This design comes from an exercise in tuning for small area, a short achievable clock period and few clock cycles on the open sky130 flow, not from production work.
Function was checked by simulation only, so behaviour that the tests miss may differ from the original.

== job 3772 ==
Design ieee754multiplier, start of the top module:
module ieee754multiplier (
    input logic clk, rst_n,
    input logic [31:0] a_i,
    input logic [31:0] b_i,
    input logic start_i,
    output logic done_o,
    output logic nan_o,
    output logic inifinit_o,
    output logic overflow_o,
    output logic underflow_o,
    output logic [31:0] product_o
);
==> flow/config.mk <==
export PLATFORM = sky130hd
export DESIGN_NAME = ieee754multiplier
export DESIGN_NICKNAME = ieee754multiplier
export VERILOG_FILES = /design/flow/design.v
export SDC_FILE = /design/flow/constraint.sdc
export NUM_CORES = 4
export LEC_CHECK = 0
export ABC_AREA = 1
export CAP_MARGIN = 20
export CORE_MARGIN = 2
export CORE_UTILIZATION = 50
export SETUP_SLACK_MARGIN = 0.75
export SLEW_MARGIN = 20
export SYNTH_HIERARCHICAL = 1
==> flow/constraint.sdc <==
create_clock -name core_clock -period 9.0 [get_ports {clk}]
set_input_delay 1.8000 -clock core_clock [delete_from_list [all_inputs] [get_ports {clk}]]
set_output_delay 1.8000 -clock core_clock [all_outputs]
set_load 0.01 [all_outputs]
standard.sh (not shown) runs the stock make flow with config.mk's settings and CLKGATE_MAP_FILE= SYNTH_SCRIPT=/design/flow/synth_recipe.tcl, a recipe that flattens the netlist after the stock synthesis.
==> flow/flow/run.sh <==
#!/bin/bash
# The standard layout (the standard.sh: the standard synthesis and the
# ORFS steps to finish), except that the port buffers that global placement
# inserts are buf_2 cells instead of the tool's default pick.
set -euo pipefail
export BUFFER_PORTS_ARGS="-buffer_cell sky130_fd_sc_hd__buf_2"
bash standard.sh > standard.log 2>&1
Testbench counts of job 3772, summed over its fixed seeds: cycles 3,208.
For job 602, these inputs were changed with respect to job 3772:
- SETUP_SLACK_MARGIN now 1.25, was 0.75
--- outcome ---
- Comparing job 3772 and job 602, number of iterations in the first detailed-routing pass is higher on job 602.
- Cmp job 3772 and job 602 / fraction of the cycle the final worst path needs / lower: job 602
- On final-layout clock-cell area share, job 3772 tracks job 602 almost exactly.
- Job 3772 ended up with product_o[30] as its end of the critical path; job 602 ended up with product_o[27].
Edits applied to the flow inputs when going from job 602 to job 9703:
- swapping 1.25 for 1 in SETUP_SLACK_MARGIN
-- flow/flow/run.sh --
<<< job 602, line 4
# inserts are buf_2 cells instead of the tool's default pick.
>>> job 9703, line 4
# inserts are buf_1 cells instead of the tool's default pick.
<<< job 602, line 6
export BUFFER_PORTS_ARGS="-buffer_cell sky130_fd_sc_hd__buf_2"
>>> job 9703, line 6
export BUFFER_PORTS_ARGS="-buffer_cell sky130_fd_sc_hd__buf_1"
Results
- All of job 9703 and job 602 finish clean.
- Taking job 602 as the reference point, the met3 capacity usage during global routing of job 9703 rises by 0.40 points.
- Total detailed-routing wirelength for job 9703: 4.1% down relative to job 602
- Of the two values seen for beginning of the critical path, b_i[11] was produced by job 9703 and b_i[22] by job 602.
Relative to job 9703, the following input files were edited for job 1640:
-- flow/flow/run.sh --
<<< job 9703, line 4
# inserts are buf_1 cells instead of the tool's default pick.
>>> job 1640, line 4
# inserts are buf_2 cells instead of the tool's default pick.
<<< job 9703, line 6
export BUFFER_PORTS_ARGS="-buffer_cell sky130_fd_sc_hd__buf_1"
>>> job 1640, line 6
export BUFFER_PORTS_ARGS="-buffer_cell sky130_fd_sc_hd__buf_2"
--- outcome ---
Diff job 9703..job 1640 | initial core utilization | negligible. In terms of fmax, job 9703 and job 1640 differ only marginally. Job 9703 -> job 1640: via density per instance flat. Higher pin count of the biggest net entering global routing among job 1640 and job 9703: job 1640. Compared with job 9703, job 1640 has extra setup slack. Comparing job 1640 and job 9703, the higher worst hold slack across all endpoints was measured on job 1640. Job 1640 and job 9703 ended up with roughly the same via count. Job 1640 gives more area overhead of the layout relative to synthesis than job 9703 did.

--- another note on this design; it stands on its own ---

Design ieee754multiplier, start of the top module:
module ieee754multiplier (
    input logic clk, rst_n,
    input logic [31:0] a_i,
    input logic [31:0] b_i,
    input logic start_i,
    output logic done_o,
    output logic nan_o,
    output logic inifinit_o,
    output logic overflow_o,
    output logic underflow_o,
    output logic [31:0] product_o
);
==> flow/config.mk <==
export PLATFORM = sky130hd
export DESIGN_NAME = ieee754multiplier
export DESIGN_NICKNAME = ieee754multiplier
export VERILOG_FILES = /design/flow/design.v
export SDC_FILE = /design/flow/constraint.sdc
export NUM_CORES = 4
export LEC_CHECK = 0
export ABC_AREA = 1
export CAP_MARGIN = 20
export CORE_MARGIN = 2
export CORE_UTILIZATION = 50
export SETUP_SLACK_MARGIN = 0.75
export SLEW_MARGIN = 20
export SYNTH_HIERARCHICAL = 1
==> flow/constraint.sdc <==
create_clock -name core_clock -period 9.0 [get_ports {clk}]
set_input_delay 1.8000 -clock core_clock [delete_from_list [all_inputs] [get_ports {clk}]]
set_output_delay 1.8000 -clock core_clock [all_outputs]
set_load 0.01 [all_outputs]
standard.sh (not shown) runs the stock make flow with config.mk's settings and CLKGATE_MAP_FILE= SYNTH_SCRIPT=/design/flow/synth_recipe.tcl, a recipe that flattens the netlist after the stock synthesis.
==> flow/flow/run.sh <==
#!/bin/bash
# The standard layout (the standard.sh: the standard synthesis and the
# ORFS steps to finish), except that the port buffers that global placement
# inserts are buf_1 cells instead of the tool's default pick.
set -euo pipefail
export BUFFER_PORTS_ARGS="-buffer_cell sky130_fd_sc_hd__buf_1"
bash standard.sh > standard.log 2>&1
The first run ran to the end with no violations.
Testbench counts at the start, summed over its fixed seeds: cycles 3,208.
Next try:
--- a/flow/config.mk
+++ b/flow/config.mk
@@ -10,5 +10,5 @@
 export CORE_MARGIN = 2
 export CORE_UTILIZATION = 50
-export SETUP_SLACK_MARGIN = 0.75
+export SETUP_SLACK_MARGIN = 1.25
 export SLEW_MARGIN = 20
 export SYNTH_HIERARCHICAL = 1
Effect: The new run completed without violations. Flip-flop and latch count is unchanged. Via count grows by 0.87%. Worst hold slack is about the same. Wire length grows by 0.71%. Design area grows by 2.4%. Die area does not change. Utilization grows by 1.3 points. Sequential share of layout area shrinks by 0.10 points.
Next try:
--- a/flow/config.mk
+++ b/flow/config.mk
@@ -10,4 +10,5 @@
 export CORE_MARGIN = 2
 export CORE_UTILIZATION = 50
+export GPL_ROUTABILITY_DRIVEN = 0
 export SETUP_SLACK_MARGIN = 1.25
 export SLEW_MARGIN = 20
Result: Worst setup slack gets better by 0.095 ns. Die area is unchanged. Fmax rises by 1.3%. Routed wire length decreases by 1.5%. Final area increases by 0.75%. Final cell count barely changes. Via count stays flat.

==> static timing again, ports no longer ideal <==
No port has a modelled driver above. Below, the same layouts with a new extraction and two added sets of constraints.
Step 1, drivers: a clkbuf_16 drives clk and a buf_2 each remaining input, both assumed.
Step 2 times the ports against the registers' clock, not the clock port: input delays grow and output delays shrink by t, the midpoint of the rising clock arrivals with the driver on.
Three values: no drivers, after step 1, after step 2; two values: the first two.
run	shift t [ns]	setup WS [ns]	clock arrival spread, ns
job 3772	0.315	1.013 / 1.001 / 0.686	0.009 / 0.009
job 602	0.315	1.430 / 1.377 / 1.063	0.009 / 0.009
job 9703	0.309	1.247 / 1.186 / 0.877	0.006 / 0.006
job 1640	0.313	1.267 / 1.208 / 0.895	0.010 / 0.010
the first run of note 2	0.310	1.138 / 1.093 / 0.783	0.002 / 0.002
the second run of note 2	0.310	1.403 / 1.416 / 1.105	0.001 / 0.001
the third run of note 2	0.315	1.497 / 1.458 / 1.144	0.003 / 0.003
After both steps every run listed still meets setup and hold. The setup slack of job 1640, which loses most, moves by -0.059 ns with the drivers and by -0.372 ns with both steps.
